This is an optimization exercise on Yosys and OpenROAD, whose aim is small area, a short achievable clock period and few clock cycles per item, not a production implementation. No functional check of the RTL was part of any run shown here.

==> design/flow/design.v <==
module CORDIC_LUT(N, D1, P, value);
	input [3:0] N;
	input D1, P;
	output [29:0] value;
	wire [29:0] atan_LUT [0:15];
	assign atan_LUT[00] = 30'h09FB385B;  
	assign atan_LUT[01] = 30'h051111D4;  
	assign atan_LUT[02] = 30'h028B0D43;  
	assign atan_LUT[03] = 30'h0145D7E1;  
	assign atan_LUT[04] = 30'h00A2F61E;  
	assign atan_LUT[05] = 30'h00517C55;  
	assign atan_LUT[06] = 30'h0028BE53;  
	assign atan_LUT[07] = 30'h00145F2E;  
	assign atan_LUT[08] = 30'h000A2F98;  
	assign atan_LUT[09] = 30'h000517CC;  
	assign atan_LUT[10] = 30'h00028BE6;  
	assign atan_LUT[11] = 30'h000145F3;  
	assign atan_LUT[12] = 30'h0000A2F9;  
	assign atan_LUT[13] = 30'h0000517D;  
	assign atan_LUT[14] = 30'h000028BE;  
	assign atan_LUT[15] = 30'h00000000;  
	wire [29:0] first = D1 ? (P ? 30'h2320C287 : 30'h3717333E) : (P ? 30'h08E8CCC1 : 30'h1CDF3D78);
	assign value = (N == 4'd0) ? first : (atan_LUT[N] ^ {30{P}});
endmodule
module CORDIC_sin_cos (clock, rst, strobe_in, angle, strobe_out, cos, sin);
	input clock;
	input rst;
	input strobe_in;
	input [31:0] angle;
	output strobe_out;
	output [16:0] cos;
	output [16:0] sin;
	reg signed [15:0] X, Y;
	reg [29:0] Z;            
	reg [5:1] PC;            
	reg [3:0] C;                 
	reg NEG;                     
	reg busy, done, prev_strobe_in;
	wire start = strobe_in & ~prev_strobe_in;
	reg signed [15:0] X2, Y2;
	always @* begin
		case (angle[31:29])
			3'd0: begin X2 = 16'sd29143; Y2 = 16'sd9715; end
			3'd1: begin X2 = 16'sd9715; Y2 = 16'sd29143; end
			3'd2: begin X2 = -16'sd9715; Y2 = 16'sd29144; end
			3'd3: begin X2 = -16'sd29143; Y2 = 16'sd9714; end
			3'd4: begin X2 = -16'sd29144; Y2 = -16'sd9714; end
			3'd5: begin X2 = -16'sd9714; Y2 = -16'sd29144; end
			3'd6: begin X2 = 16'sd9714; Y2 = -16'sd29143; end
			3'd7: begin X2 = 16'sd29144; Y2 = -16'sd9715; end
			default: begin X2 = 16'sd0; Y2 = 16'sd0; end
		endcase
	end
	wire [29:0] Z1 = {~angle[29], angle[28:0]};
	wire [29:0] Z2 = Z1 + (angle[29] ? 30'h2D1BFAE3 : 30'h12E4051D);
	wire pos = ~NEG;
	wire [29:0] K;
	CORDIC_LUT lut(C, ~Z[29], pos, K);
	wire [29:0] Zn;
	wire [6:0] co;
	assign co[0] = pos;
	ZADD6 za0(Z[5:0], K[5:0], pos, Zn[5:0], co[1]);
	ZADD6 za1(Z[11:6], K[11:6], PC[1], Zn[11:6], co[2]);
	ZADD6 za2(Z[17:12], K[17:12], PC[2], Zn[17:12], co[3]);
	ZADD6 za3(Z[23:18], K[23:18], PC[3], Zn[23:18], co[4]);
	ZADD5 za4(Z[28:24], K[28:24], PC[4], Zn[28:24], co[5]);
	ZADD1 za5(Z[29:29], K[29:29], PC[5], Zn[29:29], co[6]);
	wire g1 = co[1] & (&Zn[11:6]);
	wire r1 = (&Zn[11:7]) & (co[1] | Zn[6]);
	wire g2 = co[2] & (&Zn[17:12]);
	wire r2 = (&Zn[17:13]) & (co[2] | Zn[12]);
	wire g3 = co[3] & (&Zn[23:18]);
	wire r3 = (&Zn[23:19]) & (co[3] | Zn[18]);
	wire g4 = co[4] & (&Zn[28:24]);
	wire r4 = (&Zn[28:25]) & (co[4] | Zn[24]);
	wire la_g0 = g2 | (r2 & g1);
	wire la_r0 = r2 & r1;
	wire la_g1 = g4 | (r4 & g3);
	wire la_r1 = r4 & r3;
	wire la_g2 = la_g1 | (la_r1 & la_g0);
	wire la_r2 = la_r1 & la_r0;
	wire neg_n = Zn[29] ^ co[5] ^ la_g2;
	wire signed [15:0] Xs = (X >>> 2) >>> C;
	wire signed [15:0] Ys = (Y >>> 2) >>> C;
	wire [15:0] Xn, Yn;
	ADD16 ax(X, Ys ^ {16{pos}}, pos, Xn);
	ADD16 ay(Y, Xs ^ {16{NEG}}, NEG, Yn);
	always @(posedge clock) begin
		prev_strobe_in <= strobe_in;
		if (rst) begin
			prev_strobe_in <= 1'b0;
			busy <= 1'b0;
			done <= 1'b0;
		end else begin
			done <= busy & (C == 4'd14);
			if (start)
				busy <= 1'b1;
			else if (C == 4'd14)
				busy <= 1'b0;
		end
	end
	always @(posedge clock) begin
		if (start) begin
			C <= 4'd0;
			X <= X2;
			Y <= Y2;
			Z <= Z1;
			PC <= 5'd0;
			NEG <= Z2[29];
		end else begin
			C <= C + 4'd1;
			X <= Xn;
			Y <= Yn;
			Z <= Zn;
			PC <= co[5:1];
			NEG <= neg_n;
		end
	end
	assign cos = {X[15], X};
	assign sin = {Y[15], Y};
	assign strobe_out = done;
endmodule
module ZADD1(a, b, ci, s, co);
	input [0:0] a, b;
	input ci;
	output [0:0] s;
	output co;
	wire [1:0] c;
	assign c[0] = ci;
	genvar i;
	generate for (i = 0; i < 1; i = i + 1) begin : bit_
		assign s[i] = a[i] ^ b[i] ^ c[i];
		assign c[i+1] = (a[i] & b[i]) | (a[i] & c[i]) | (b[i] & c[i]);
	end endgenerate
	assign co = c[1];
endmodule
module ZADD5(a, b, ci, s, co);
	input [4:0] a, b;
	input ci;
	output [4:0] s;
	output co;
	wire [5:0] c;
	assign c[0] = ci;
	genvar i;
	generate for (i = 0; i < 5; i = i + 1) begin : bit_
		assign s[i] = a[i] ^ b[i] ^ c[i];
		assign c[i+1] = (a[i] & b[i]) | (a[i] & c[i]) | (b[i] & c[i]);
	end endgenerate
	assign co = c[5];
endmodule
module ZADD6(a, b, ci, s, co);
	input [5:0] a, b;
	input ci;
	output [5:0] s;
	output co;
	wire [6:0] c;
	assign c[0] = ci;
	genvar i;
	generate for (i = 0; i < 6; i = i + 1) begin : bit_
		assign s[i] = a[i] ^ b[i] ^ c[i];
		assign c[i+1] = (a[i] & b[i]) | (a[i] & c[i]) | (b[i] & c[i]);
	end endgenerate
	assign co = c[6];
endmodule
module ADD16(input [15:0] a, b, input ci, output [15:0] s);
wire [16:0] g0 = {a & b, ci};
wire [16:0] p0 = {a ^ b, 1'b0};
wire gg0 = g0[1] | (p0[1] & g0[0]);
wire pp0 = p0[1] & p0[0];
wire gg1 = g0[3] | (p0[3] & g0[2]);
wire pp1 = p0[3] & p0[2];
wire gg2 = g0[5] | (p0[5] & g0[4]);
wire pp2 = p0[5] & p0[4];
wire gg3 = g0[7] | (p0[7] & g0[6]);
wire pp3 = p0[7] & p0[6];
wire gg4 = g0[9] | (p0[9] & g0[8]);
wire pp4 = p0[9] & p0[8];
wire gg5 = g0[11] | (p0[11] & g0[10]);
wire pp5 = p0[11] & p0[10];
wire gg6 = g0[13] | (p0[13] & g0[12]);
wire pp6 = p0[13] & p0[12];
wire gg7 = g0[15] | (p0[15] & g0[14]);
wire pp7 = p0[15] & p0[14];
wire gg8 = gg1 | (pp1 & gg0);
wire pp8 = pp1 & pp0;
wire gg9 = gg3 | (pp3 & gg2);
wire pp9 = pp3 & pp2;
wire gg10 = gg5 | (pp5 & gg4);
wire pp10 = pp5 & pp4;
wire gg11 = gg7 | (pp7 & gg6);
wire pp11 = pp7 & pp6;
wire gg12 = gg9 | (pp9 & gg8);
wire pp12 = pp9 & pp8;
wire gg13 = gg11 | (pp11 & gg10);
wire pp13 = pp11 & pp10;
wire gg14 = gg13 | (pp13 & gg12);
wire pp14 = pp13 & pp12;
wire gg15 = gg10 | (pp10 & gg12);
wire pp15 = pp10 & pp12;
wire gg16 = gg2 | (pp2 & gg8);
wire pp16 = pp2 & pp8;
wire gg17 = gg4 | (pp4 & gg12);
wire pp17 = pp4 & pp12;
wire gg18 = gg6 | (pp6 & gg15);
wire pp18 = pp6 & pp15;
wire gg19 = g0[2] | (p0[2] & gg0);
wire pp19 = p0[2] & pp0;
wire gg20 = g0[4] | (p0[4] & gg8);
wire pp20 = p0[4] & pp8;
wire gg21 = g0[6] | (p0[6] & gg16);
wire pp21 = p0[6] & pp16;
wire gg22 = g0[8] | (p0[8] & gg12);
wire pp22 = p0[8] & pp12;
wire gg23 = g0[10] | (p0[10] & gg17);
wire pp23 = p0[10] & pp17;
wire gg24 = g0[12] | (p0[12] & gg15);
wire pp24 = p0[12] & pp15;
wire gg25 = g0[14] | (p0[14] & gg18);
wire pp25 = p0[14] & pp18;
wire gg26 = g0[16] | (p0[16] & gg14);
wire pp26 = p0[16] & pp14;
wire [15:0] cc = {gg14, gg25, gg18, gg24, gg15, gg23, gg17, gg22, gg12, gg21, gg16, gg20, gg8, gg19, gg0, g0[0]};
assign s = a ^ b ^ cc;
endmodule
==> design/flow/flow/run.sh <==
#!/bin/bash
# Layout flow: the standard flow (standard.sh) with two changes.
#  - ADDER_MAP_FILE is empty, so synthesis maps no full/half-adder cells and ABC
#    maps the adders to plain gates, which are faster than the library's fa/ha cells.
#  - buffer_ports puts a buf_1 on each port instead of the delay buffer it picks
#    by default.
# The synthesis is otherwise the standard one, so the registers are the same.
set -euo pipefail
export ADDER_MAP_FILE=
export BUFFER_PORTS_ARGS="-buffer_cell sky130_fd_sc_hd__buf_1"
bash standard.sh > standard.log 2>&1
==> design/flow/standard.sh <==
#!/bin/bash
# synth_recipe.tcl (not shown) runs the flow's synth.tcl, then flattens the netlist and writes it again
# the make line also repeats each setting of config.mk as NAME=value (left out here)
make -C /OpenROAD-flow-scripts/flow DESIGN_CONFIG=/design/flow/config.mk WORK_HOME=/design/flow/orfs CLKGATE_MAP_FILE= SYNTH_SCRIPT=/design/flow/synth_recipe.tcl "${@:-finish}"
==> design/flow/config.mk <==
export PLATFORM = sky130hd
export DESIGN_NAME = CORDIC_sin_cos
export DESIGN_NICKNAME = CORDIC_sin_cos
export VERILOG_FILES = /design/flow/design.v
export SDC_FILE = /design/flow/constraint.sdc
export NUM_CORES = 4
export LEC_CHECK = 0
export ABC_AREA = 1
export CAP_MARGIN = 20
export CORE_MARGIN = 2
export CORE_UTILIZATION = 40
export SETUP_SLACK_MARGIN = 3.5
export SLEW_MARGIN = 20
==> design/flow/constraint.sdc <==
create_clock -name core_clock -period 6.5 [get_ports {clock}]
set_input_delay 1.3000 -clock core_clock [delete_from_list [all_inputs] [get_ports {clock}]]
set_output_delay 1.3000 -clock core_clock [all_outputs]
set_load 0.01 [all_outputs]
==> results.txt, run 1 <==
antenna cells=0; first-pass GRT wire length=35800 um; Place WS=2.48 ns; Max Slew Vio Count=0; Mapped Area=7580 um2; worst reg-to-reg setup slack=3.74 ns; Synth top area share=24.1%; pin count of the biggest net entering global routing=62; clock latency on the worst-skew pair=0.36 ns; FF+latch count, synth=75; status=no timing/DRC/antenna violations; most numerous cell on the critical path=inv_1; Synth Warn #=2; Net Count, Synth=1370; CP peak stage delay=0.48 ns; Worst R2R End=NEG$_DFF_P_; drt drc=0; R2R Path Start=C[0]$_SDFF_PP0_; min-delay worst type=reg2reg; detailed-placement wirelength estimate=16900 um; DIE HEIGHT=142 um; worst path cell trace=buf_1 > inv_1 > nor2_4 > inv_1 > buf_4 > nor2_2 > inv_1 > nand2_1 > o21ai_0 > nand2_1; Layout Cells excl Fill=1640; 1st-pass router iterations=6; crit path launch type=input port; clk_skew=0.00950 ns; number of synthesized flops with an enable pin=0; Cells after Synth=1335; Worst Tran Pin Value=0.869 ns; Crit path max-delay family=buffers and inverters; Via Count=8400; Synth area leaders=nand2_1 (24%), dfxtp_1 (20%), nand3_1 (7.1%); IO buf count=69; TritonCTS clock tree=yes; placed cells=1598; sequential share of the synthesized area=19.8%; Routed WL per cell=13.9 um; Die Wd=142 um; clock root cell=clkbuf_16; Ports=70; WHS Path Cells=2; final WL=22800 um; max_slew headroom=41.5%; CP arrival=3.02 ns; Total GRT Usage=22.1%; fmax=0.360 GHz; top-count cell post-synth=nand2_1; grt ovf=0; final net count=1436; CTS H-tree depth=3; asr flop ratio synth=0%; Tcrit/Tclk final=42.7%; 1st-iter DRT viols=521; crit path time final=2.78 ns; Area growth syn-to-layout=13.2%; site row count=50; vias in the first global route=7339; largest area contributor in the netlist=nand2_1; most common library cells after synthesis=nand2_1 (487), inv_1 (132), nand3_1 (108); Total Neg Setup Slack=0 ns; slowest CP cell=buf_4; core area=18600 um2; Final Hold Vio Count=0; syn_area_per_cell=5.68 um2; Final Worst Setup Slack=3.72 ns; final setup fails=0; hold worst-path end=done$_SDFF_PP0_; Final ANT Viol Nets=0; endpoint class of the critical path=flop; initial core utilization=40.7%; FF-to-FF path depth=24; DR vias/cell=5.12; share of cells above drive strength 1=13.0%; Crit Path Class=in2reg; RePlAce Congestion=0.912; RSZ-0062 raised after global routing=true; CP Buf/Inv Count=5; initial antenna violation count=0; Die ar.=20100 um2; top_reg_cell synth=dfxtp_1; Sink Count=75; Critical Path Fanout Max=42; Data required, critical path=6.74 ns; Hold Startpoint=busy$_SDFFE_PP0P_; Reg clk slew, reported paths=0.07 ns; CTS Buf Count=9; Netlist cell types=55; Max-Cap Viols=0; Clock Path Buffers=2
[worst register-to-register path: stages, from the launching register on]
cell and delay [ns]:
dfxtp_4 0.38, buf_12 0.16, inv_4 0.16, nand2_4 0.12, nor2_4 0.14, nand2_1 0.06, nand2_1 0.08, nor2_2 0.05
or2_4 0.23, nand2_2 0.07, nand2_2 0.06, nand2_2 0.06, nand2_2 0.07, nand2_2 0.06, nand2_2 0.07, xor2_2 0.20
nand2_1 0.07, nor2_1 0.11, nand2_1 0.09, nor2_1 0.13, nor2_2 0.05, nand2_1 0.06, nand2_1 0.05, nand3_1 0.07
nand2_1 0.05
[sequential cells by signal, summed over array words and instances (netlist names)]
signal	count
Z	30
X	16
Y	16
PC	5
C	4
NEG	1
busy	1
done	1
prev_strobe_in	1
[placed cells by master (no fill, tap or decap), drive strengths merged, types with 2 or more instances in the layout]
cell and count:
a21o 3, o221ai 2, a211oi 2, dfxtp 75, inv 149, clkinvlp 4
a2111oi 2, o22ai 2, nor3 4, xnor2 3, a31oi 5, nor2 103
o211ai 7, nand3b 7, nand3 118, xor2 44, a21boi 4, buf 97
clkinv 3, nand4 20, a22oi 4, a21oi 45, or2 29, nand2 530
o21bai 2, o21ai 119, clkbuf 14
[metal layers]
| metal | vias up | share of wire (%) | track usage [%] |
|---|---|---|---|
| met5 | - | 0 | 0 |
| met4 | 0 | 2.0 | 6.32 |
| met3 | 34 | 7.1 | 3.85 |
| met2 | 233 | 42 | 34.2 |
| met1 | 3732 | 49 | 31.6 |
| li1 | 4401 | - | - |
[kinds of logic after synthesis]
| kind of cell | Yosys count | synth area share, % |
|---|---|---|
| compound gates | 200 | 15.2 |
| xor+xnor | 47 | 5.63 |
| buf+inv | 197 | 11.6 |
| flops | 75 | 19.8 |
| simple gates | 816 | 47.8 |
[cell type report]
cell class	count	area, um2
Clock inverter	5	30.0
Clock buffer	11	233
Sequential cell	75	1520
Tap cell	234	293
Timing Repair Buffer	101	638
Multi-Input combinational cell	1063	5290
Fill cell	2058	10100
Inverter	151	587
[worst max-delay path by stage]
| stage | start | end | slack, ns | cells past startpoint |
|---|---|---|---|---|
| floorplan | angle[29] | NEG$_DFF_P_ | 3.87 | 9 |
| global placement | C[2]$_SDFF_PP0_ | Y[14]$_DFF_P_ | 2.52 | 23 |
| detailed placement | C[2]$_SDFF_PP0_ | Y[14]$_DFF_P_ | 2.48 | 23 |
| CTS | C[3]$_SDFF_PP0_ | NEG$_DFF_P_ | 3.52 | 18 |
| global route | C[1]$_SDFF_PP0_ | NEG$_DFF_P_ | 3.48 | 25 |
| finish | strobe_in | Y[1]$_DFF_P_ | 3.72 | 10 |
[through the flow]
step                hold slack [ns]  area (um2)  utilization [%]
floorplan                     0.412        7580                -
global placement              0.421        7880             42.3
detailed placement            0.423        7880             42.3
CTS                           0.433        8310             44.6
global route                  0.456        8590             46.1
finish                        0.432        8590             46.1
[repair_timing]
action / CTS / global route
pin swaps: 2 / 2
hold buffers: 0 / 0
gates resized for setup: 20 / 31
cloned: 0 / 3
setup buffers: 11 / 12
setup endpoints to repair: 49 / 22
==> inputs of run 2 (changes only) <==
--- a/design/flow/design.v
+++ b/design/flow/design.v
@@ -32,7 +32,7 @@
 	output [16:0] sin;
 	reg signed [15:0] X, Y;
 	reg [29:0] Z;            
-	reg [5:1] PC;            
+	reg [8:1] PC;            
 	reg [3:0] C;                 
 	reg NEG;                     
 	reg busy, done, prev_strobe_in;
@@ -57,29 +57,44 @@
 	wire [29:0] K;
 	CORDIC_LUT lut(C, ~Z[29], pos, K);
 	wire [29:0] Zn;
-	wire [6:0] co;
+	wire [9:0] co;
 	assign co[0] = pos;
-	ZADD6 za0(Z[5:0], K[5:0], pos, Zn[5:0], co[1]);
-	ZADD6 za1(Z[11:6], K[11:6], PC[1], Zn[11:6], co[2]);
-	ZADD6 za2(Z[17:12], K[17:12], PC[2], Zn[17:12], co[3]);
-	ZADD6 za3(Z[23:18], K[23:18], PC[3], Zn[23:18], co[4]);
-	ZADD5 za4(Z[28:24], K[28:24], PC[4], Zn[28:24], co[5]);
-	ZADD1 za5(Z[29:29], K[29:29], PC[5], Zn[29:29], co[6]);
-	wire g1 = co[1] & (&Zn[11:6]);
-	wire r1 = (&Zn[11:7]) & (co[1] | Zn[6]);
-	wire g2 = co[2] & (&Zn[17:12]);
-	wire r2 = (&Zn[17:13]) & (co[2] | Zn[12]);
-	wire g3 = co[3] & (&Zn[23:18]);
-	wire r3 = (&Zn[23:19]) & (co[3] | Zn[18]);
-	wire g4 = co[4] & (&Zn[28:24]);
-	wire r4 = (&Zn[28:25]) & (co[4] | Zn[24]);
-	wire la_g0 = g2 | (r2 & g1);
-	wire la_r0 = r2 & r1;
-	wire la_g1 = g4 | (r4 & g3);
-	wire la_r1 = r4 & r3;
-	wire la_g2 = la_g1 | (la_r1 & la_g0);
-	wire la_r2 = la_r1 & la_r0;
-	wire neg_n = Zn[29] ^ co[5] ^ la_g2;
+	ZADD4 za0(Z[3:0], K[3:0], pos, Zn[3:0], co[1]);
+	ZADD4 za1(Z[7:4], K[7:4], PC[1], Zn[7:4], co[2]);
+	ZADD4 za2(Z[11:8], K[11:8], PC[2], Zn[11:8], co[3]);
+	ZADD4 za3(Z[15:12], K[15:12], PC[3], Zn[15:12], co[4]);
+	ZADD4 za4(Z[19:16], K[19:16], PC[4], Zn[19:16], co[5]);
+	ZADD4 za5(Z[23:20], K[23:20], PC[5], Zn[23:20], co[6]);
+	ZADD4 za6(Z[27:24], K[27:24], PC[6], Zn[27:24], co[7]);
+	ZADD1 za7(Z[28:28], K[28:28], PC[7], Zn[28:28], co[8]);
+	ZADD1 za8(Z[29:29], K[29:29], PC[8], Zn[29:29], co[9]);
+	wire g1 = co[1] & (&Zn[7:4]);
+	wire r1 = (&Zn[7:5]) & (co[1] | Zn[4]);
+	wire g2 = co[2] & (&Zn[11:8]);
+	wire r2 = (&Zn[11:9]) & (co[2] | Zn[8]);
+	wire g3 = co[3] & (&Zn[15:12]);
+	wire r3 = (&Zn[15:13]) & (co[3] | Zn[12]);
+	wire g4 = co[4] & (&Zn[19:16]);
+	wire r4 = (&Zn[19:17]) & (co[4] | Zn[16]);
+	wire g5 = co[5] & (&Zn[23:20]);
+	wire r5 = (&Zn[23:21]) & (co[5] | Zn[20]);
+	wire g6 = co[6] & (&Zn[27:24]);
+	wire r6 = (&Zn[27:25]) & (co[6] | Zn[24]);
+	wire g7 = co[7] & (&Zn[28:28]);
+	wire r7 = 1'b1 & (co[7] | Zn[28]);
+	wire la_g0 = g3 | (r3 & g2);
+	wire la_r0 = r3 & r2;
+	wire la_g1 = la_g0 | (la_r0 & g1);
+	wire la_r1 = la_r0 & r1;
+	wire la_g2 = g5 | (r5 & g4);
+	wire la_r2 = r5 & r4;
+	wire la_g3 = g7 | (r7 & g6);
+	wire la_r3 = r7 & r6;
+	wire la_g4 = la_g3 | (la_r3 & la_g2);
+	wire la_r4 = la_r3 & la_r2;
+	wire la_g5 = la_g4 | (la_r4 & la_g1);
+	wire la_r5 = la_r4 & la_r1;
+	wire neg_n = Zn[29] ^ co[8] ^ la_g5;
 	wire signed [15:0] Xs = (X >>> 2) >>> C;
 	wire signed [15:0] Ys = (Y >>> 2) >>> C;
 	wire [15:0] Xn, Yn;
@@ -105,14 +120,14 @@
 			X <= X2;
 			Y <= Y2;
 			Z <= Z1;
-			PC <= 5'd0;
+			PC <= 8'd0;
 			NEG <= Z2[29];
 		end else begin
 			C <= C + 4'd1;
 			X <= Xn;
 			Y <= Yn;
 			Z <= Zn;
-			PC <= co[5:1];
+			PC <= co[8:1];
 			NEG <= neg_n;
 		end
 	end
@@ -134,33 +149,19 @@
 	end endgenerate
 	assign co = c[1];
 endmodule
-module ZADD5(a, b, ci, s, co);
-	input [4:0] a, b;
+module ZADD4(a, b, ci, s, co);
+	input [3:0] a, b;
 	input ci;
-	output [4:0] s;
+	output [3:0] s;
 	output co;
-	wire [5:0] c;
+	wire [4:0] c;
 	assign c[0] = ci;
 	genvar i;
-	generate for (i = 0; i < 5; i = i + 1) begin : bit_
+	generate for (i = 0; i < 4; i = i + 1) begin : bit_
 		assign s[i] = a[i] ^ b[i] ^ c[i];
 		assign c[i+1] = (a[i] & b[i]) | (a[i] & c[i]) | (b[i] & c[i]);
 	end endgenerate
-	assign co = c[5];
-endmodule
-module ZADD6(a, b, ci, s, co);
-	input [5:0] a, b;
-	input ci;
-	output [5:0] s;
-	output co;
-	wire [6:0] c;
-	assign c[0] = ci;
-	genvar i;
-	generate for (i = 0; i < 6; i = i + 1) begin : bit_
-		assign s[i] = a[i] ^ b[i] ^ c[i];
-		assign c[i+1] = (a[i] & b[i]) | (a[i] & c[i]) | (b[i] & c[i]);
-	end endgenerate
-	assign co = c[6];
+	assign co = c[4];
 endmodule
 module ADD16(input [15:0] a, b, input ci, output [15:0] s);
 wire [16:0] g0 = {a & b, ci};
==> run 2 against run 1 <==
Still clean; critical path type unchanged; synthesized area down 0.30%; global-route usage up 1.9 points; sequential cell count up 3.
==> results.txt, run 2 <==
commonest non-fill, non-tap cell in the layout=nand2_1; largest family of logic cells by synthesized area=simple AND/OR/NAND/NOR gates; pin count of the biggest net entering global routing=63 (+1.6%); Final ANT Viol Nets=0 (unchanged); Cells after Synth=1371 (+2.7%); clock latency on the worst-skew pair=0.36 ns (about the same); Die ar.=20000 um2 (-0.29%); Total GRT Usage=24.0% (+1.9 points); Worst Setup SP=angle[12]; final net count=1468 (+2.2%); Data required, critical path=6.75 ns (about the same); DR vias/cell=5.28 (+3.0%); sequential share of the synthesized area=20.7% (+0.85 points); largest area contributor in the netlist=nand2_1; asr flop ratio synth=0% (unchanged); CTS Buf Count=9 (unchanged); 1st-iter DRT viols=591 (+13%); Area growth syn-to-layout=13.4%; min-delay worst type=reg2reg; DIE HEIGHT=141 um (-0.14%); detailed-placement wirelength estimate=17900 um (+5.7%); grt ovf=0 (unchanged); fmax=0.355 GHz (-1.5%); simple-gate share of the synthesized area=50.9% (+3.1 points); syn_area_per_cell=5.51 um2 (-2.9%); Die Wd=141 um (-0.14%); Synth Area in Adders=0% (unchanged); Sink Count=78 (+4.0%); filler cell count=2058 (unchanged); Max Slew Vio Count=0 (unchanged); Synth area leaders=nand2_1 (27%), dfxtp_1 (21%), nand3_1 (11%); met2 Usage GRT=35.4% (+1.3 points); most frequent cells in the layout=nand2_1 (535), nand3_1 (165), inv_1 (116); Routed WL per cell=14.7 um (+5.7%); number of synthesized flops with an enable pin=0 (unchanged); largest registers=Z (30), X (16), Y (16); crit path time final=2.82 ns (+0.0421 ns); initial core utilization=40.6% (-0.12 points); top_reg_cell synth=dfxtp_1; TritonCTS clock tree=yes; Total Neg Setup Slack=0 ns (unchanged); R2R Path Start=C[1]$_SDFF_PP0_; most used routing layer=met1; CP arrival=3.06 ns (+0.04 ns); clock root cell=clkbuf_16; hold_buf cts=0 (unchanged); Via Count=8822 (+5.0%); Top reg by flops=Z; first-pass GRT wire length=38400 um (+7.2%); crit path launch type=input port; top-count cell post-synth=nand2_1; Net Count, Synth=1406 (+2.6%); site row count=50 (unchanged); Netlist cell types=49 (-11%); 1st-pass router iterations=5 (-1); vias in the first global route=7495 (+2.1%); FF+latch count, synth=78 (+4.0%); Synth Warn #=2 (unchanged); Critical Path Fanout Max=3 (-93%); Max-Cap Viols=0 (unchanged); core area=18600 um2 (unchanged); final setup fails=0 (unchanged); initial antenna violation count=0 (unchanged); drt drc=0 (unchanged); Ports=70 (unchanged); IO buf count=69 (unchanged); RePlAce Congestion=0.894 (-1.9%); Worst Tran Pin Value=0.819 ns (-0.0498 ns); max reg flops=30 (unchanged); Compound-Gate Fraction of Synth Area=12.5% (-2.8 points); Hold Startpoint=busy$_SDFFE_PP0P_; clk_skew=0.0129 ns (+0.00343 ns); status=no timing/DRC/antenna violations; CTS H-tree depth=3 (unchanged); mux cell area share after synthesis=0% (unchanged); Synth Area in XOR/XNOR=5.28% (-0.35 points); Crit Path Class=in2reg; Final Hold Vio Count=0 (unchanged); Synth top area share=26.8% (+2.7 points); final WL=24500 um (+7.7%); max_slew headroom=45.0% (+3.6 points); most common library cells after synthesis=nand2_1 (539), nand3_1 (165), inv_1 (117); share of cells above drive strength 1=8.00% (-5.0 points); RSZ-0062 raised after global routing=true; Tcrit/Tclk final=43.3% (+0.65 points); antenna cells=0 (unchanged); Clock Path Buffers=2 (unchanged); GR Util met3=3.85% (unchanged); Global Route met1 Usage=36.0% (+4.4 points); endpoint class of the critical path=flop; Reg clk slew, reported paths=0.06 ns (about the same); Mapped Area=7560 um2 (-0.30%)
[run 2: area by class of cell]
cell class,count,area [um2],share of cell area (%)
clock inverter,3,42.5,0.496
inverter,135,562,6.55
tap,234,293,3.41
multi-input combinational,1110,5280,61.5
clock buffer,13,260,3.03
sequential,78,1580,18.4
timing repair buffer,99,564,6.58
[run 2: critical path, cell delays in order]
cell and delay (ns):
buf_1 0.19, nand2_1 0.11, inv_1 0.17, nand4_1 0.15, o21a_1 0.14, o221ai_2 0.23
a21oi_1 0.12, o31ai_2 0.25, a21oi_1 0.13, o21ai_0 0.20, nand2_1 0.07
[run 2: final timing paths]
kind                endpoint  slack [ns]  cells past startpoint
max              NEG$_DFF_P_        3.68                     11
min          done$_SDFF_PP0_        0.50                      2
max reg2reg      NEG$_DFF_P_        3.72                     22
min reg2reg  done$_SDFF_PP0_        0.50                      2
[run 2: repair_timing]
action | 4_1_cts | 5_1_grt
endpoints found under the setup margin | 26 | 24
pin swaps | 2 | 2
cloned | 2 | 2
gates resized for setup | 14 | 43
buffers inserted | 5 | 16
[run 2: logic make-up after synthesis]
logic type                Yosys count
AOI/OAI and AO/OA                 169
and+or+nand+nor                   895
buffers and inverters             185
DFF                                78
xor gates and xnor gates           44
[run 2: metrics by stage]
step | worst slack [ns] | hold WS, ns | cells | util [%] | instance area (um2)
floorplan | 3.74 | 0.432 | 1371 | - | 7560
global placement | 2.87 | 0.477 | 1631 | 42.2 | 7870
detailed placement | 2.85 | 0.461 | 1631 | 42.2 | 7870
CTS | 3.49 | 0.476 | 1654 | 44.3 | 8260
global route | 3.48 | 0.517 | 1672 | 46.0 | 8580
finish | 3.68 | 0.499 | 1672 | 46.0 | 8580
[run 2: routing by layer]
| metal | vias to the layer above | wire (um) |
|---|---|---|
| met5 | - | 0 |
| met2 | 306 | 9990 |
| met1 | 3941 | 12100 |
| li1 | 4548 | - |
| met4 | 0 | 413 |
| met3 | 27 | 2010 |
==> inputs of run 3 (changes only) <==
--- a/design/flow/design.v
+++ b/design/flow/design.v
@@ -1,26 +1,24 @@
-module CORDIC_LUT(N, D1, P, value);
+module CORDIC_LUT(N, value);
 	input [3:0] N;
-	input D1, P;
 	output [29:0] value;
 	wire [29:0] atan_LUT [0:15];
-	assign atan_LUT[00] = 30'h09FB385B;  
-	assign atan_LUT[01] = 30'h051111D4;  
-	assign atan_LUT[02] = 30'h028B0D43;  
-	assign atan_LUT[03] = 30'h0145D7E1;  
-	assign atan_LUT[04] = 30'h00A2F61E;  
-	assign atan_LUT[05] = 30'h00517C55;  
-	assign atan_LUT[06] = 30'h0028BE53;  
-	assign atan_LUT[07] = 30'h00145F2E;  
-	assign atan_LUT[08] = 30'h000A2F98;  
-	assign atan_LUT[09] = 30'h000517CC;  
-	assign atan_LUT[10] = 30'h00028BE6;  
-	assign atan_LUT[11] = 30'h000145F3;  
-	assign atan_LUT[12] = 30'h0000A2F9;  
-	assign atan_LUT[13] = 30'h0000517D;  
-	assign atan_LUT[14] = 30'h000028BE;  
-	assign atan_LUT[15] = 30'h00000000;  
-	wire [29:0] first = D1 ? (P ? 30'h2320C287 : 30'h3717333E) : (P ? 30'h08E8CCC1 : 30'h1CDF3D78);
-	assign value = (N == 4'd0) ? first : (atan_LUT[N] ^ {30{P}});
+	assign atan_LUT[00] = 30'h000028BE;  
+	assign atan_LUT[01] = 30'h12E4051D;  
+	assign atan_LUT[02] = 30'h09FB385B;  
+	assign atan_LUT[03] = 30'h051111D4;  
+	assign atan_LUT[04] = 30'h028B0D43;  
+	assign atan_LUT[05] = 30'h0145D7E1;  
+	assign atan_LUT[06] = 30'h00A2F61E;  
+	assign atan_LUT[07] = 30'h00517C55;  
+	assign atan_LUT[08] = 30'h0028BE53;  
+	assign atan_LUT[09] = 30'h00145F2E;  
+	assign atan_LUT[10] = 30'h000A2F98;  
+	assign atan_LUT[11] = 30'h000517CC;  
+	assign atan_LUT[12] = 30'h00028BE6;  
+	assign atan_LUT[13] = 30'h000145F3;  
+	assign atan_LUT[14] = 30'h0000A2F9;  
+	assign atan_LUT[15] = 30'h0000517D;  
+	assign value = atan_LUT[N];
 endmodule
 module CORDIC_sin_cos (clock, rst, strobe_in, angle, strobe_out, cos, sin);
 	input clock;
@@ -35,27 +33,16 @@
 	reg [8:1] PC;            
 	reg [3:0] C;                 
 	reg NEG;                     
+	reg [3:0] CZ;                
 	reg busy, done, prev_strobe_in;
 	wire start = strobe_in & ~prev_strobe_in;
-	reg signed [15:0] X2, Y2;
-	always @* begin
-		case (angle[31:29])
-			3'd0: begin X2 = 16'sd29143; Y2 = 16'sd9715; end
-			3'd1: begin X2 = 16'sd9715; Y2 = 16'sd29143; end
-			3'd2: begin X2 = -16'sd9715; Y2 = 16'sd29144; end
-			3'd3: begin X2 = -16'sd29143; Y2 = 16'sd9714; end
-			3'd4: begin X2 = -16'sd29144; Y2 = -16'sd9714; end
-			3'd5: begin X2 = -16'sd9714; Y2 = -16'sd29144; end
-			3'd6: begin X2 = 16'sd9714; Y2 = -16'sd29143; end
-			3'd7: begin X2 = 16'sd29144; Y2 = -16'sd9715; end
-			default: begin X2 = 16'sd0; Y2 = 16'sd0; end
-		endcase
-	end
+	wire signed [15:0] X1 = (angle[31] ^ angle[30]) ? -16'sd19429 : 16'sd19429;
+	wire signed [15:0] Y1 = angle[31] ? -16'sd19429 : 16'sd19429;
 	wire [29:0] Z1 = {~angle[29], angle[28:0]};
-	wire [29:0] Z2 = Z1 + (angle[29] ? 30'h2D1BFAE3 : 30'h12E4051D);
 	wire pos = ~NEG;
-	wire [29:0] K;
-	CORDIC_LUT lut(C, ~Z[29], pos, K);
+	wire [29:0] atan;
+	CORDIC_LUT lut(CZ, atan);
+	wire [29:0] K = atan ^ {30{pos}};
 	wire [29:0] Zn;
 	wire [9:0] co;
 	assign co[0] = pos;
@@ -95,8 +82,8 @@
 	wire la_g5 = la_g4 | (la_r4 & la_g1);
 	wire la_r5 = la_r4 & la_r1;
 	wire neg_n = Zn[29] ^ co[8] ^ la_g5;
-	wire signed [15:0] Xs = (X >>> 2) >>> C;
-	wire signed [15:0] Ys = (Y >>> 2) >>> C;
+	wire signed [15:0] Xs = (X >>> 1) >>> C;
+	wire signed [15:0] Ys = (Y >>> 1) >>> C;
 	wire [15:0] Xn, Yn;
 	ADD16 ax(X, Ys ^ {16{pos}}, pos, Xn);
 	ADD16 ay(Y, Xs ^ {16{NEG}}, NEG, Yn);
@@ -107,23 +94,25 @@
 			busy <= 1'b0;
 			done <= 1'b0;
 		end else begin
-			done <= busy & (C == 4'd14);
+			done <= busy & (C == 4'd15);
 			if (start)
 				busy <= 1'b1;
-			else if (C == 4'd14)
+			else if (C == 4'd15)
 				busy <= 1'b0;
 		end
 	end
 	always @(posedge clock) begin
 		if (start) begin
 			C <= 4'd0;
-			X <= X2;
-			Y <= Y2;
+			CZ <= 4'd1;
+			X <= X1;
+			Y <= Y1;
 			Z <= Z1;
 			PC <= 8'd0;
-			NEG <= Z2[29];
+			NEG <= ~angle[29];
 		end else begin
 			C <= C + 4'd1;
+			CZ <= CZ + 4'd1;
 			X <= Xn;
 			Y <= Yn;
 			Z <= Zn;
==> run 3 against run 2 <==
Critical path depth up 9; synthesized cell count decreased by 3.3%; sequential cell count is 4 higher; non-clock buffer count down 21; largest cell class unchanged.
==> results.txt, run 3 <==
Die ar.=20400 um2 (+1.7%); pin count of the biggest net entering global routing=60 (-4.8%); TritonCTS clock tree=yes; min-delay worst type=reg2reg; Synth Warn #=2 (unchanged); drt drc=0 (unchanged); Netlist cell types=44 (-10%); syn_area_per_cell=5.80 um2 (+5.2%); hold_buf cts=0 (unchanged); Crit Path Class=reg2reg; Compound-Gate Fraction of Synth Area=8.47% (-4.0 points); R2R Path Start=CZ[1]$_SDFF_PP0_; Area growth syn-to-layout=8.82%; Total Neg Setup Slack=0 ns (unchanged); most numerous cell on the critical path=nand2_1; Synth Area in Adders=0% (unchanged); max reg flops=30 (unchanged); clk_skew=0.00843 ns (-0.00449 ns); FF-to-FF path depth=20 (-9.1%); Max-Cap Viols=0 (unchanged); status=no timing/DRC/antenna violations; final setup fails=0 (unchanged); mux cell area share after synthesis=0% (unchanged); Reg clk slew, reported paths=0.07 ns (about the same); area of the multi-input gates=5300 um2 (+0.43%); CP Buf/Inv Count=1 (-1); Synth top area share=24.6% (-2.1 points); DR vias/cell=5.09 (-3.5%); Die Wd=143 um (+0.84%); Mapped Area=7690 um2 (+1.7%); RePlAce Congestion=0.870 (-2.7%); fmax=0.373 GHz (+5.1%); worst reg-to-reg setup slack=3.82 ns (+0.10 ns); Data required, critical path=6.76 ns (about the same); first-pass GRT wire length=34500 um (-10%); Synth Area in XOR/XNOR=7.69% (+2.4 points); Critical Path Stages=20 (+9); number of synthesized flops with an enable pin=0 (unchanged); Critical Path End=NEG$_DFF_P_; simple-gate share of the synthesized area=52.7% (+1.8 points); grt ovf=0 (unchanged); largest family of logic cells by synthesized area=simple AND/OR/NAND/NOR gates; Final ANT Viol Nets=0 (unchanged); initial core utilization=41.0% (+0.43 points); WHS=0.480 ns (-0.0196 ns); Final Hold Vio Count=0 (unchanged); endpoint class of the critical path=flop; Critical Path Fanout Max=10 (+7); final net count=1397 (-4.8%); share of cells above drive strength 1=10.6% (+2.6 points); Total GRT Usage=21.0% (-3.0 points); top-count cell post-synth=nand2_1; Cells after Synth=1326 (-3.3%); Sink Count=82 (+5.1%); clock root cell=clkbuf_16; largest registers=Z (30), X (16), Y (16); largest area contributor in the netlist=nand2_1; CP peak stage delay=0.51 ns (+0.26 ns); IO buf count=69 (unchanged); clock latency on the worst-skew pair=0.37 ns (about the same); Ports=70 (unchanged); Via Count=8154 (-7.6%); FF+latch count, synth=82 (+5.1%); Net Count, Synth=1361 (-3.2%); detailed-placement wirelength estimate=15600 um (-13%); Clock Path Buffers=2 (unchanged); commonest non-fill, non-tap cell in the layout=nand2_1; RSZ-0062 raised after global routing=false; initial antenna violation count=0 (unchanged); CTS Buf Count=9 (unchanged); filler cell count=2050 (-0.39%); Hold Startpoint=Z[0]$_DFF_P_; asr flop ratio synth=0% (unchanged); Top reg by flops=Z; slowest CP cell=dfxtp_2; most frequent cells in the layout=nand2_1 (505), nand3_1 (215), inv_1 (98); most common library cells after synthesis=nand2_1 (505), nand3_1 (215), inv_1 (99); worst path cell trace=inv_2 > nor2_4 > nor2_1 > nor2_2 > nand3_1 > nand3_1 > nand3_1 > nand2_1 > nand2_1 > nand2_1 > nand2_1 > nand2_1 > nand2_1 > nor2_1 > a21boi_2 > nand2_1 > nand3b_1 > nand2_1 > nand2_1 > nand2_1; CTS H-tree depth=3 (unchanged); top_reg_cell synth=dfxtp_1; 1st-pass router iterations=7 (+2); Worst R2R End=NEG$_DFF_P_; max_slew headroom=61.7% (+17 points); Routed WL per cell=13.2 um (-9.9%); final WL=21100 um (-14%); CP arrival=2.94 ns (-0.12 ns); crit path time final=2.68 ns (-0.136 ns); Synth area leaders=nand2_1 (25%), dfxtp_1 (21%), nand3_1 (14%); site row count=50 (unchanged); Max Slew Vio Count=0 (unchanged); core area=18800 um2 (+0.67%); antenna cells=0 (unchanged); crit path launch type=flop; 1st-iter DRT viols=568 (-3.9%); Worst Tran Pin Value=0.575 ns (-0.245 ns); Worst Setup SP=CZ[1]$_SDFF_PP0_; sequential share of the synthesized area=21.3% (+0.69 points); Crit path max-delay family=simple AND/OR/NAND/NOR gates; register area=1660 um2 (+5.5%); DIE HEIGHT=143 um (+0.84%); vias in the first global route=7182 (-4.2%); Tcrit/Tclk final=41.2% (-2.1 points)
## run 3: logic make-up after synthesis
group | Yosys count
and+or+nand+nor | 898
AOI/OAI and AO/OA | 114
xor gates and xnor gates | 65
buffers and inverters | 167
DFF | 82
## run 3: through the flow
stage	instances	utilization (%)	instance area, um2	worst slack [ns]
4_1_cts	1595	44.2	8290	3.48
5_1_grt	1601	44.6	8370	3.51
3_3_place_gp	1578	42.3	7950	3.04
6_report	1601	44.6	8370	3.82
2_1_floorplan	1326	-	7690	4.04
3_5_place_dp	1578	42.3	7950	3.01
## run 3: layout make-up
class	instances	area share, %
clock inverter	7	1.06
multi-input combinational	1077	63.3
timing repair inverter	1	0.0897
tap	234	3.50
sequential	82	19.9
clock buffer	9	2.69
timing repair buffer	78	4.17
inverter	113	5.29
## run 3: worst min path at each step
stage / depth (start not counted) / end / slack (ns)
3_3_place_gp: 2 / Z[0]$_DFF_P_ / 0.46
3_5_place_dp: 2 / Z[0]$_DFF_P_ / 0.48
2_1_floorplan: 2 / done$_SDFF_PP0_ / 0.44
6_report: 2 / Z[0]$_DFF_P_ / 0.48
5_1_grt: 2 / done$_SDFF_PP0_ / 0.51
4_1_cts: 2 / Z[0]$_DFF_P_ / 0.49
## run 3: layer usage
layer / part of all wire, % / GRT usage (%) / vias to the layer above
met2: 47 / 36.5 / 201
li1: - / - / 4321
met3: 4.4 / 2.11 / 38
met4: 3.4 / 8.65 / 0
met5: 0 / 0 / -
met1: 45 / 26.6 / 3594
## run 3: what timing repair did
item                       in CTS  in global routing
gates resized for setup        10                 14
pin swaps                       0                  0
gates cloned                    1                  0
setup buffers                   0                  6
setup endpoints to repair      25                 22
## run 3: tightest hold or removal path, stage by stage (launching register included)
cell and delay (ns):
dfxtp_1 0.31, nand2_1 0.06, a31oi_1 0.07
==> inputs of run 4 (changes only) <==
--- a/design/flow/design.v
+++ b/design/flow/design.v
@@ -30,7 +30,7 @@
 	output [16:0] sin;
 	reg signed [15:0] X, Y;
 	reg [29:0] Z;            
-	reg [8:1] PC;            
+	reg [5:1] PC;            
 	reg [3:0] C;                 
 	reg NEG;                     
 	reg [3:0] CZ;                
@@ -44,44 +44,29 @@
 	CORDIC_LUT lut(CZ, atan);
 	wire [29:0] K = atan ^ {30{pos}};
 	wire [29:0] Zn;
-	wire [9:0] co;
+	wire [6:0] co;
 	assign co[0] = pos;
-	ZADD4 za0(Z[3:0], K[3:0], pos, Zn[3:0], co[1]);
-	ZADD4 za1(Z[7:4], K[7:4], PC[1], Zn[7:4], co[2]);
-	ZADD4 za2(Z[11:8], K[11:8], PC[2], Zn[11:8], co[3]);
-	ZADD4 za3(Z[15:12], K[15:12], PC[3], Zn[15:12], co[4]);
-	ZADD4 za4(Z[19:16], K[19:16], PC[4], Zn[19:16], co[5]);
-	ZADD4 za5(Z[23:20], K[23:20], PC[5], Zn[23:20], co[6]);
-	ZADD4 za6(Z[27:24], K[27:24], PC[6], Zn[27:24], co[7]);
-	ZADD1 za7(Z[28:28], K[28:28], PC[7], Zn[28:28], co[8]);
-	ZADD1 za8(Z[29:29], K[29:29], PC[8], Zn[29:29], co[9]);
-	wire g1 = co[1] & (&Zn[7:4]);
-	wire r1 = (&Zn[7:5]) & (co[1] | Zn[4]);
-	wire g2 = co[2] & (&Zn[11:8]);
-	wire r2 = (&Zn[11:9]) & (co[2] | Zn[8]);
-	wire g3 = co[3] & (&Zn[15:12]);
-	wire r3 = (&Zn[15:13]) & (co[3] | Zn[12]);
-	wire g4 = co[4] & (&Zn[19:16]);
-	wire r4 = (&Zn[19:17]) & (co[4] | Zn[16]);
-	wire g5 = co[5] & (&Zn[23:20]);
-	wire r5 = (&Zn[23:21]) & (co[5] | Zn[20]);
-	wire g6 = co[6] & (&Zn[27:24]);
-	wire r6 = (&Zn[27:25]) & (co[6] | Zn[24]);
-	wire g7 = co[7] & (&Zn[28:28]);
-	wire r7 = 1'b1 & (co[7] | Zn[28]);
-	wire la_g0 = g3 | (r3 & g2);
-	wire la_r0 = r3 & r2;
-	wire la_g1 = la_g0 | (la_r0 & g1);
-	wire la_r1 = la_r0 & r1;
-	wire la_g2 = g5 | (r5 & g4);
-	wire la_r2 = r5 & r4;
-	wire la_g3 = g7 | (r7 & g6);
-	wire la_r3 = r7 & r6;
-	wire la_g4 = la_g3 | (la_r3 & la_g2);
-	wire la_r4 = la_r3 & la_r2;
-	wire la_g5 = la_g4 | (la_r4 & la_g1);
-	wire la_r5 = la_r4 & la_r1;
-	wire neg_n = Zn[29] ^ co[8] ^ la_g5;
+	ZADD6 za0(Z[5:0], K[5:0], pos, Zn[5:0], co[1]);
+	ZADD6 za1(Z[11:6], K[11:6], PC[1], Zn[11:6], co[2]);
+	ZADD6 za2(Z[17:12], K[17:12], PC[2], Zn[17:12], co[3]);
+	ZADD6 za3(Z[23:18], K[23:18], PC[3], Zn[23:18], co[4]);
+	ZADD5 za4(Z[28:24], K[28:24], PC[4], Zn[28:24], co[5]);
+	ZADD1 za5(Z[29:29], K[29:29], PC[5], Zn[29:29], co[6]);
+	wire g1 = co[1] & (&Zn[11:6]);
+	wire r1 = (&Zn[11:7]) & (co[1] | Zn[6]);
+	wire g2 = co[2] & (&Zn[17:12]);
+	wire r2 = (&Zn[17:13]) & (co[2] | Zn[12]);
+	wire g3 = co[3] & (&Zn[23:18]);
+	wire r3 = (&Zn[23:19]) & (co[3] | Zn[18]);
+	wire g4 = co[4] & (&Zn[28:24]);
+	wire r4 = (&Zn[28:25]) & (co[4] | Zn[24]);
+	wire la_g0 = g2 | (r2 & g1);
+	wire la_r0 = r2 & r1;
+	wire la_g1 = g4 | (r4 & g3);
+	wire la_r1 = r4 & r3;
+	wire la_g2 = la_g1 | (la_r1 & la_g0);
+	wire la_r2 = la_r1 & la_r0;
+	wire neg_n = Zn[29] ^ co[5] ^ la_g2;
 	wire signed [15:0] Xs = (X >>> 1) >>> C;
 	wire signed [15:0] Ys = (Y >>> 1) >>> C;
 	wire [15:0] Xn, Yn;
@@ -108,7 +93,7 @@
 			X <= X1;
 			Y <= Y1;
 			Z <= Z1;
-			PC <= 8'd0;
+			PC <= 5'd0;
 			NEG <= ~angle[29];
 		end else begin
 			C <= C + 4'd1;
@@ -116,7 +101,7 @@
 			X <= Xn;
 			Y <= Yn;
 			Z <= Zn;
-			PC <= co[8:1];
+			PC <= co[5:1];
 			NEG <= neg_n;
 		end
 	end
@@ -138,19 +123,33 @@
 	end endgenerate
 	assign co = c[1];
 endmodule
-module ZADD4(a, b, ci, s, co);
-	input [3:0] a, b;
+module ZADD5(a, b, ci, s, co);
+	input [4:0] a, b;
 	input ci;
-	output [3:0] s;
+	output [4:0] s;
 	output co;
-	wire [4:0] c;
+	wire [5:0] c;
 	assign c[0] = ci;
 	genvar i;
-	generate for (i = 0; i < 4; i = i + 1) begin : bit_
+	generate for (i = 0; i < 5; i = i + 1) begin : bit_
 		assign s[i] = a[i] ^ b[i] ^ c[i];
 		assign c[i+1] = (a[i] & b[i]) | (a[i] & c[i]) | (b[i] & c[i]);
 	end endgenerate
-	assign co = c[4];
+	assign co = c[5];
+endmodule
+module ZADD6(a, b, ci, s, co);
+	input [5:0] a, b;
+	input ci;
+	output [5:0] s;
+	output co;
+	wire [6:0] c;
+	assign c[0] = ci;
+	genvar i;
+	generate for (i = 0; i < 6; i = i + 1) begin : bit_
+		assign s[i] = a[i] ^ b[i] ^ c[i];
+		assign c[i+1] = (a[i] & b[i]) | (a[i] & c[i]) | (b[i] & c[i]);
+	end endgenerate
+	assign co = c[6];
 endmodule
 module ADD16(input [15:0] a, b, input ci, output [15:0] s);
 wire [16:0] g0 = {a & b, ci};
==> run 4 against run 3 <==
Still clean on timing, DRC and antenna; die area is 6.7% lower; global-route usage decreased by 0.16 points; final cell count fell by 3.7%; utilization rose by 3.3 points; critical path type unchanged; highest routed layer unchanged.
==> results.txt, run 4 <==
1st-iter DRT viols=482 (-15%); Routed WL per cell=13.3 um (+0.99%); Via Count=7745 (-5.0%); clock root cell=clkbuf_16; min-delay worst type=reg2reg; number of synthesized flops with an enable pin=0 (unchanged); CP arrival=3.01 ns (+0.07 ns); Clock Path Buffers=2 (unchanged); final setup fails=0 (unchanged); Critical Path Fanout Max=5 (-5); Synth area leaders=nand2_1 (24%), dfxtp_1 (22%), nand3_1 (8.2%); RSZ-0062 raised after global routing=false; asr flop ratio synth=0% (unchanged); site row count=48 (-4.0%); initial antenna violation count=0 (unchanged); TritonCTS clock tree=yes; top-count cell post-synth=nand2_1; metal3 WL=785 um (-15%); filler cell count=1939 (-5.4%); 1st-pass router iterations=5 (-2); Cells after Synth=1247 (-6.0%); antenna cells=0 (unchanged); Ports=70 (unchanged); share of cells above drive strength 1=14.1% (+3.5 points); Post-DP Area=7480 um2 (-5.9%); DR vias/cell=5.03 (-1.3%); pin count of the biggest net entering global routing=67 (+12%); worst reg-to-reg setup slack=3.72 ns (-0.10 ns); core area=17400 um2 (-7.2%); Die ar.=19000 um2 (-6.7%); CTS Buf Count=9 (unchanged); Die Wd=138 um (-3.4%); max reg flops=30 (unchanged); IO buf count=69 (unchanged); final WL=20600 um (-2.8%); Max Slew Vio Count=0 (unchanged); clk_skew=0.00841 ns (-0.0000198 ns); Top Metal Used=met4; commonest non-fill, non-tap cell in the layout=nand2_1; Max-Cap Viols=0 (unchanged); CTS H-tree depth=3 (unchanged); Final Hold Vio Count=0 (unchanged); RePlAce Congestion=0.873 (+0.30%); Net Count, Synth=1282 (-5.8%); drt drc=0 (unchanged); most frequent cells in the layout=nand2_1 (451), inv_1 (113), nand3_1 (111); WL met2=10400 um (+5.2%); sequential share of the synthesized area=22.1% (+0.73 points); most common library cells after synthesis=nand2_1 (466), nand3_1 (118), inv_1 (115); Layout Cells excl Fill=1541 (-3.7%); Reg clk slew, reported paths=0.07 ns (about the same); Netlist cell types=46 (+4.5%); FF+latch count, synth=79 (-3.7%); Synth top area share=24.4% (-0.23 points); Data required, critical path=6.73 ns (-0.03 ns); placed cells=1499 (-5.0%); initial core utilization=41.1% (+0.15 points); syn_area_per_cell=5.75 um2 (-0.96%); largest registers=Z (30), X (16), Y (16); Total GRT Usage=20.9% (-0.16 points); most numerous cell on the critical path=nand2_1; crit path launch type=flop; Final ANT Viol Nets=0 (unchanged); fin area=8330 um2 (-0.43%); largest area contributor in the netlist=nand2_1; endpoint class of the critical path=flop; crit path time final=2.78 ns (+0.0980 ns); Tcrit/Tclk final=42.8% (+1.5 points); slowest CP cell=dfxtp_4; vias in the first global route=6751 (-6.0%); DIE HEIGHT=138 um (-3.4%); final net count=1346 (-3.7%); Mapped Area=7160 um2 (-6.9%); CP peak stage delay=0.39 ns (-0.12 ns); detailed-placement wirelength estimate=14600 um (-6.3%); Worst Tran Pin Value=0.551 ns (-0.0234 ns); top_reg_cell synth=dfxtp_1; Synth Warn #=2 (unchanged); first-pass GRT wire length=31600 um (-8.5%); Total Neg Setup Slack=0 ns (unchanged); fmax=0.360 GHz (-3.5%); register area=1610 um2 (-3.2%); Crit Path Class=reg2reg; Sink Count=79 (-3.7%); area of the multi-input gates=5000 um2 (-5.6%); Top reg by flops=Z; Area growth syn-to-layout=16.3%; clock latency on the worst-skew pair=0.35 ns (-0.02 ns); met1 WL=9070 um (-5.7%); status=no timing/DRC/antenna violations; grt ovf=0 (unchanged); max_slew headroom=63.3% (+1.6 points)
[run 4: cell types whose count changed in the layout (fill, tap and decap cells not counted), sizes merged, moves of 6 or more]
| cell | before | now |
|---|---|---|
| inv | 112 | 133 |
| nand2 | 545 | 491 |
| o211ai | 3 | 13 |
| xnor2 | 16 | 8 |
| o21ai | 63 | 121 |
| a21o | 8 | 2 |
| xor2 | 49 | 63 |
| buf | 77 | 95 |
| nand3 | 232 | 120 |
| nand3b | 8 | 1 |
| nor2 | 71 | 78 |
[run 4: cells by family (layout without fill, tap and decap cells)]
kind of cell | after synthesis | after routing | synth area share, %
flops | 79 | 79 | 22.1
compound gates | 176 | 176 | 13.8
buf+inv | 179 | 248 | 10.8
xor+xnor | 72 | 72 | 8.99
mux | 3 | 3 | 0.471
simple gates | 738 | 738 | 43.9
[run 4: cell type report]
cell class | instances | share of cell area [%]
clock buffers | 9 | 2.70
clock inverters | 7 | 0.585
inverters | 133 | 6.28
multi-input cells | 989 | 60.1
flip-flops and latches | 79 | 19.3
well taps | 225 | 3.38
repair buffers | 99 | 7.69
[run 4: repair_timing]
action / in CTS / in global routing
pin swaps: 0 / 16
setup endpoints to repair: 28 / 22
cloned: 0 / 4
resized for setup: 10 / 92
hold buffers: 0 / 0
buffers inserted: 1 / 21
[run 4: routing by layer]
layer / vias to the layer above / GRT usage, %
li1: 4084 / -
met1: 3491 / 25.0
met2: 150 / 38.2
met3: 20 / 3.79
met4: 0 / 5.33
met5: - / 0
[run 4: final timing paths]
path	startpoint	to	cells past startpoint
setup / recovery	C[0]$_SDFF_PP0_	Y[15]$_DFF_P_	26
hold / removal	busy$_SDFFE_PP0P_	done$_SDFF_PP0_	2
setup reg to reg	C[0]$_SDFF_PP0_	Y[15]$_DFF_P_	26
hold reg to reg	busy$_SDFFE_PP0P_	done$_SDFF_PP0_	2
[run 4: through the flow]
step	setup slack (ns)	util [%]	hold slack [ns]
after floorplan	4.15	-	0.430
after global placement	3.04	43.0	0.442
after detailed placement	2.99	43.0	0.450
after CTS	3.48	44.7	0.461
after global routing	3.46	47.9	0.485
final	3.72	47.9	0.459
[run 4: worst max-delay path, delay by kind of cell, from the launching register on]
family / cells / cell delay, ns
compound gates: 1 / 0.11
buf+inv: 2 / 0.30
flops: 1 / 0.39
mux: 1 / 0.25
simple gates: 22 / 1.61

## static timing again, ports no longer ideal
How much do the figures lean on ideal ports? The routed layouts below were timed once more, with nothing changed but the port constraints.
Step 1, drivers: a clkbuf_16 drives clock and a buf_2 each remaining input, both assumed.
Step 2 also shifts input and output timing later by t, the mid clock arrival at the registers, as if the neighbouring blocks saw the same clock.
a / b / c = no drivers / after step 1 / after step 2; a / b = the first two.
run	shift t [ns]	setup slack, ns	worst hold slack (ns)	worst slew at a driven data input, ns	cell pins on the clock port's net
run 1	0.397	3.725 / 3.739 / 3.353	0.432 / 0.432 / 0.432	0.04	1
run 2	0.399	3.683 / 3.706 / 3.307	0.499 / 0.499 / 0.499	0.03	1
run 3	0.403	3.819 / 3.819 / 3.532	0.480 / 0.480 / 0.480	0.04	1
run 4	0.389	3.721 / 3.721 / 3.483	0.459 / 0.459 / 0.459	0.03	1
After both steps setup and hold are still met in every run listed. For run 2, which loses most, drivers alone change the setup slack by +0.023 ns; drivers and shift together by -0.376 ns.
